Background: an optimization exercise with open tools, aiming at small area, a short achievable clock period and few clock cycles. Do not read the settings as production practice. Only simulation tests tie the RTL to the original design; equivalence was not proved.

build 22:
// std_sdiv_pipe
module std_sdiv_pipe #(
    parameter WIDTH = 32
) (
    input                           reset,
    input                           clk,
    input                           go,
    input  logic signed [WIDTH-1:0] left,
    input  logic signed [WIDTH-1:0] right,
    output logic signed [WIDTH-1:0] out_quotient,
    output logic signed [WIDTH-1:0] out_remainder,
    output logic                    done
);
  function automatic [5:0] clz32(input [31:0] x);
    logic [15:0] v1; logic [15:0]      c1;
    logic [7:0]  v2; logic [7:0][1:0]  c2;
    logic [3:0]  v4; logic [3:0][2:0]  c4;
    logic [1:0]  v8; logic [1:0][3:0]  c8;
    logic        v16; logic [4:0]      c16;
    integer i;
    begin
      for (i = 0; i < 16; i = i + 1) begin
        v1[i] = x[2*i+1] | x[2*i];
        c1[i] = ~x[2*i+1];
      end
      for (i = 0; i < 8; i = i + 1) begin
        v2[i] = v1[2*i+1] | v1[2*i];
        c2[i] = v1[2*i+1] ? {1'b0, c1[2*i+1]} : {1'b1, c1[2*i]};
      end
      for (i = 0; i < 4; i = i + 1) begin
        v4[i] = v2[2*i+1] | v2[2*i];
        c4[i] = v2[2*i+1] ? {1'b0, c2[2*i+1]} : {1'b1, c2[2*i]};
      end
      for (i = 0; i < 2; i = i + 1) begin
        v8[i] = v4[2*i+1] | v4[2*i];
        c8[i] = v4[2*i+1] ? {1'b0, c4[2*i+1]} : {1'b1, c4[2*i]};
      end
      v16 = v8[1] | v8[0];
      c16 = v8[1] ? {1'b0, c8[1]} : {1'b1, c8[0]};
      clz32 = v16 ? {1'b0, c16} : 6'd32;
    end
  endfunction
  ...
Settings: LEC_CHECK=0, ABC_AREA=1, CAP_MARGIN=20, CORE_MARGIN=2, CORE_UTILIZATION=40, PLACE_DENSITY=0.6, SETUP_SLACK_MARGIN=2.1, SLEW_MARGIN=20; clock period 6.0 ns.
standard.sh (not shown) runs the stock make flow with config.mk's settings and CLKGATE_MAP_FILE= SYNTH_SCRIPT=/design/flow/synth_recipe.tcl, a recipe that flattens the netlist after the stock synthesis.
==> flow/flow/run.sh <==
#!/bin/bash
# The standard layout, with the port buffers made of the platform's
# smallest buffer (sky130_fd_sc_hd__buf_1) instead of the cell buffer_ports
# picks by itself. Every port still gets its own buffer.
set -euo pipefail
export BUFFER_PORTS_ARGS="-buffer_cell sky130_fd_sc_hd__buf_1"
bash standard.sh > standard.log 2>&1
Testbench counts of build 22, summed over its fixed seeds: cycles 12,688.
#### Input delta (build 71 over build 22)
- a change of PLACE_DENSITY from 0.6 to 0.75
- a change of CORE_UTILIZATION from 40 to 65
- a deleted SETUP_SLACK_MARGIN that had been 2.1
==> flow/run.sh (new file) <==
#!/bin/bash
# synth_recipe.tcl (not shown) runs the flow's synth.tcl, then flattens the netlist and writes it again
# the make line also repeats each setting of config.mk as NAME=value (left out here)
make -C /OpenROAD-flow-scripts/flow DESIGN_CONFIG=/design/flow/config.mk WORK_HOME=/design/flow/orfs CLKGATE_MAP_FILE= SYNTH_SCRIPT=/design/flow/synth_recipe.tcl finish
removed: flow/flow/run.sh
removed: flow/standard.sh
Findings:
For the fraction of final layout cells sized beyond drive strength 1, build 71 came in 8.5 points lower than build 22 did. Of the two values seen for worst setup path endpoint, D[10] was produced by build 71 and D[14] by build 22. Vias after detailed routing, build 22 and build 71: lower on build 22. Build 71 ends up with a final hold slack that is 0.018 ns higher than in build 22.
[inputs] build 48 vs build 71
- PLACE_DENSITY: 0.75 -> 0.6
- SETUP_SLACK_MARGIN: unset -> 1.8
- CORE_UTILIZATION: 65 -> 40
==> flow/flow/run.sh (new file) <==
#!/bin/bash
# The standard layout, with the port buffers made of the platform's
# smallest buffer (sky130_fd_sc_hd__buf_1) instead of the cell buffer_ports
# picks by itself. Every port still gets its own buffer.
set -euo pipefail
export BUFFER_PORTS_ARGS="-buffer_cell sky130_fd_sc_hd__buf_1"
bash standard.sh > standard.log 2>&1
==> flow/standard.sh (new file) <==
#!/bin/bash
# synth_recipe.tcl (not shown) runs the flow's synth.tcl, then flattens the netlist and writes it again
# the make line also repeats each setting of config.mk as NAME=value (left out here)
make -C /OpenROAD-flow-scripts/flow DESIGN_CONFIG=/design/flow/config.mk WORK_HOME=/design/flow/orfs CLKGATE_MAP_FILE= SYNTH_SCRIPT=/design/flow/synth_recipe.tcl "${@:-finish}"
removed: flow/run.sh
==> run notes <==
When build 48 is set beside build 71, its clock skew turns out to be 0.0037 ns larger.
Number of well taps (lower): build 71
Diff build 71 -> build 48: wire length went up; multi-input gate share of total cell area increased 1.1 points; worst reg2reg path depth picked up an extra 3; worst hold slack after final layout has decreased; register-to-register setup slack increased by 0.64 ns relative to the old numbers.
Where area of all placed cells without fillers is concerned, build 71 is outperformed by build 48.
Modified inputs, build 51 compared to build 48
- SETUP_SLACK_MARGIN: 1.8 -> 2.0
Results
Build 48 → build 51: number of buffers created by CTS neither gained nor lost much, post-route cell area increased by about 3.5% relative to the old numbers, period utilization went down, clock skew essentially unchanged.

Starting RTL as in the previous note.
clock: 6.0 ns
lec_check: 0
abc_area: 1
cap_margin: 20
core_margin: 2
core_utilization: 40
place_density: 0.6
setup_slack_margin: 1.0
slew_margin: 20
run.sh (not shown) runs the stock make flow with config.mk's settings and CLKGATE_MAP_FILE= SYNTH_SCRIPT=/design/flow/synth_recipe.tcl, a recipe that flattens the netlist after the stock synthesis.
Stock flow here: none of the scripts above is used.
The baseline produced a clean layout.
Testbench counts at the start, summed over its fixed seeds: cycles 12,688.
Next try:
- ABC_AREA: 1 -> unset
- SETUP_SLACK_MARGIN: 1.0 -> unset
Clock skew decreases by 0.0058 ns.
Wire length decreases by a quarter to a third.
Via count decreases by a quarter to a third.
Clock-buffer cell count stays the same.
Die area decreases by roughly a tenth.
Setup slack degrades by 1.3 ns.
Cell count decreases by a quarter to a third.

== run 1 ==
std_sdiv_pipe again, from the RTL that the note above started with.
Design std_sdiv_pipe, start of the top module:
module std_sdiv_pipe #(
    parameter WIDTH = 32
) (
    input                           reset,
    input                           clk,
    input                           go,
    input  logic signed [WIDTH-1:0] left,
    input  logic signed [WIDTH-1:0] right,
    output logic signed [WIDTH-1:0] out_quotient,
    output logic signed [WIDTH-1:0] out_remainder,
    output logic                    done
);
==> flow/config.mk <==
export PLATFORM = sky130hd
export DESIGN_NAME = std_sdiv_pipe
export DESIGN_NICKNAME = std_sdiv_pipe
export VERILOG_FILES = /design/flow/design.v
export SDC_FILE = /design/flow/constraint.sdc
export NUM_CORES = 4
export LEC_CHECK = 0
export ABC_AREA = 1
export CAP_MARGIN = 20
export CORE_MARGIN = 2
export CORE_UTILIZATION = 40
export PLACE_DENSITY = 0.6
export SETUP_SLACK_MARGIN = 1.9
export SLEW_MARGIN = 20
==> flow/constraint.sdc <==
create_clock -name core_clock -period 6.0 [get_ports {clk}]
set_input_delay 1.2000 -clock core_clock [delete_from_list [all_inputs] [get_ports {clk}]]
set_output_delay 1.2000 -clock core_clock [all_outputs]
set_load 0.01 [all_outputs]
standard.sh (not shown) runs the stock make flow with config.mk's settings and CLKGATE_MAP_FILE= SYNTH_SCRIPT=/design/flow/synth_recipe.tcl, a recipe that flattens the netlist after the stock synthesis.
==> flow/flow/run.sh <==
#!/bin/bash
# The standard layout, with the port buffers made of the platform's
# smallest buffer (sky130_fd_sc_hd__buf_1) instead of the cell buffer_ports
# picks by itself. Every port still gets its own buffer.
set -euo pipefail
export BUFFER_PORTS_ARGS="-buffer_cell sky130_fd_sc_hd__buf_1"
bash standard.sh > standard.log 2>&1
Testbench counts of run 1, summed over its fixed seeds: cycles 12,688.
#### Input delta (run 2 over run 1)
- changing SETUP_SLACK_MARGIN from 1.9 to 2.5
==> flow/run.sh (new file) <==
#!/bin/bash
# synth_recipe.tcl (not shown) runs the flow's synth.tcl, then flattens the netlist and writes it again
# the make line also repeats each setting of config.mk as NAME=value (left out here)
make -C /OpenROAD-flow-scripts/flow DESIGN_CONFIG=/design/flow/config.mk WORK_HOME=/design/flow/orfs CLKGATE_MAP_FILE= SYNTH_SCRIPT=/design/flow/synth_recipe.tcl finish
removed: flow/flow/run.sh
removed: flow/standard.sh
### Flow results
- Run 1 ran to completion and came out clean on the timing, design-rule and antenna checks.
- Per the final summary, run 2 finished and its layout is clean on timing, DRC and antenna.
- Endpoint of the most critical setup path: D[10]$_DFFE_PP_ -> run 1, D[19]$_DFFE_PP_ -> run 2
- Run 2 vs run 1: met3 wire length up in run 2
- From run 1 to run 2 the numbers moved as follows: met1 routing resource usage after global routing went up 1.7 points, number of cells traversed by the worst register-to-register path went up 1.
Input changes introduced in run 3 (baseline for comparison: run 2):
- removing SETUP_SLACK_MARGIN (formerly 2.5)
[summary]
met1 wire length is higher on run 2. Delta (run 3 minus run 2): synthesis-to-finish area growth down 20 points; final area fell by about 15%. Run 3 vs run 2, routability congestion estimate from global placement went up by about 9%. Run 3: all stages complete, timing, DRC and antenna checks passed.
What run 4 does differently from run 3 at the input level:
- an added SETUP_SLACK_MARGIN of 2.0
## What came out
Summary of run 4 over run 3: number of detailed-route iterations in the first pass grew by 2; routed wire length grew by 500 microns; area of all placed cells without fillers grew by 4.1%.
Against run 3 as the reference, run 4 delivers a higher number of nets in the final layout.
Re synthesized area per cell: no difference whatsoever between run 4 and run 3.
No stage failed in run 4, and the final checks on the layout all came back clean.
Run 3 went all the way through synthesis, placement and routing and the layout is clean on timing, DRC and antenna.
Run 4 ends up with a via count that is 1.9% higher than in run 3.

==> what the ideal ports hide <==
No port has a modelled driver above. Below, the same layouts with a new extraction and two added sets of constraints.
Step 1, drivers: a clkbuf_16 drives clk and a buf_2 each remaining input, both assumed.
Step 2, shift: input delay + t, output delay - t, t = (earliest + latest rising clock arrival at the registers) / 2. This alone moves slack from input paths to output paths.
Slacks: ideal ports / drivers / drivers and shift; pairs: ideal ports / drivers.
run	t, ns	slack for setup (ns)	worst hold slack (ns)	clock arrival spread, ns	slew at the worst register clock pin (ns)
build 22	0.423	2.116 / 2.116 / 2.116	0.544 / 0.544 / 0.544	0.015 / 0.015	0.10 / 0.10
build 71	0.418	1.319 / 1.319 / 1.319	0.562 / 0.562 / 0.562	0.013 / 0.013	0.09 / 0.09
build 48	0.428	1.962 / 1.962 / 1.962	0.539 / 0.539 / 0.539	0.016 / 0.016	0.10 / 0.10
build 51	0.428	2.121 / 2.121 / 2.121	0.545 / 0.545 / 0.545	0.018 / 0.019	0.10 / 0.10
the first run of note 2	0.421	1.676 / 1.676 / 1.676	0.547 / 0.547 / 0.547	0.019 / 0.019	0.10 / 0.10
the second run of note 2	0.411	0.396 / 0.396 / 0.396	0.591 / 0.591 / 0.591	0.014 / 0.013	0.09 / 0.09
run 1	0.430	2.046 / 2.046 / 2.046	0.544 / 0.544 / 0.544	0.016 / 0.016	0.10 / 0.10
run 2	0.429	2.371 / 2.371 / 2.127	0.549 / 0.549 / 0.549	0.022 / 0.022	0.11 / 0.11
run 3	0.421	1.676 / 1.676 / 1.676	0.547 / 0.547 / 0.547	0.019 / 0.019	0.10 / 0.10
run 4	0.414	2.189 / 2.189 / 1.950	0.534 / 0.534 / 0.534	0.021 / 0.022	0.10 / 0.10
After both steps every run listed still meets setup and hold. The setup slack of run 2, which loses most, moves by 0.000 ns with the drivers and by -0.244 ns with both steps.
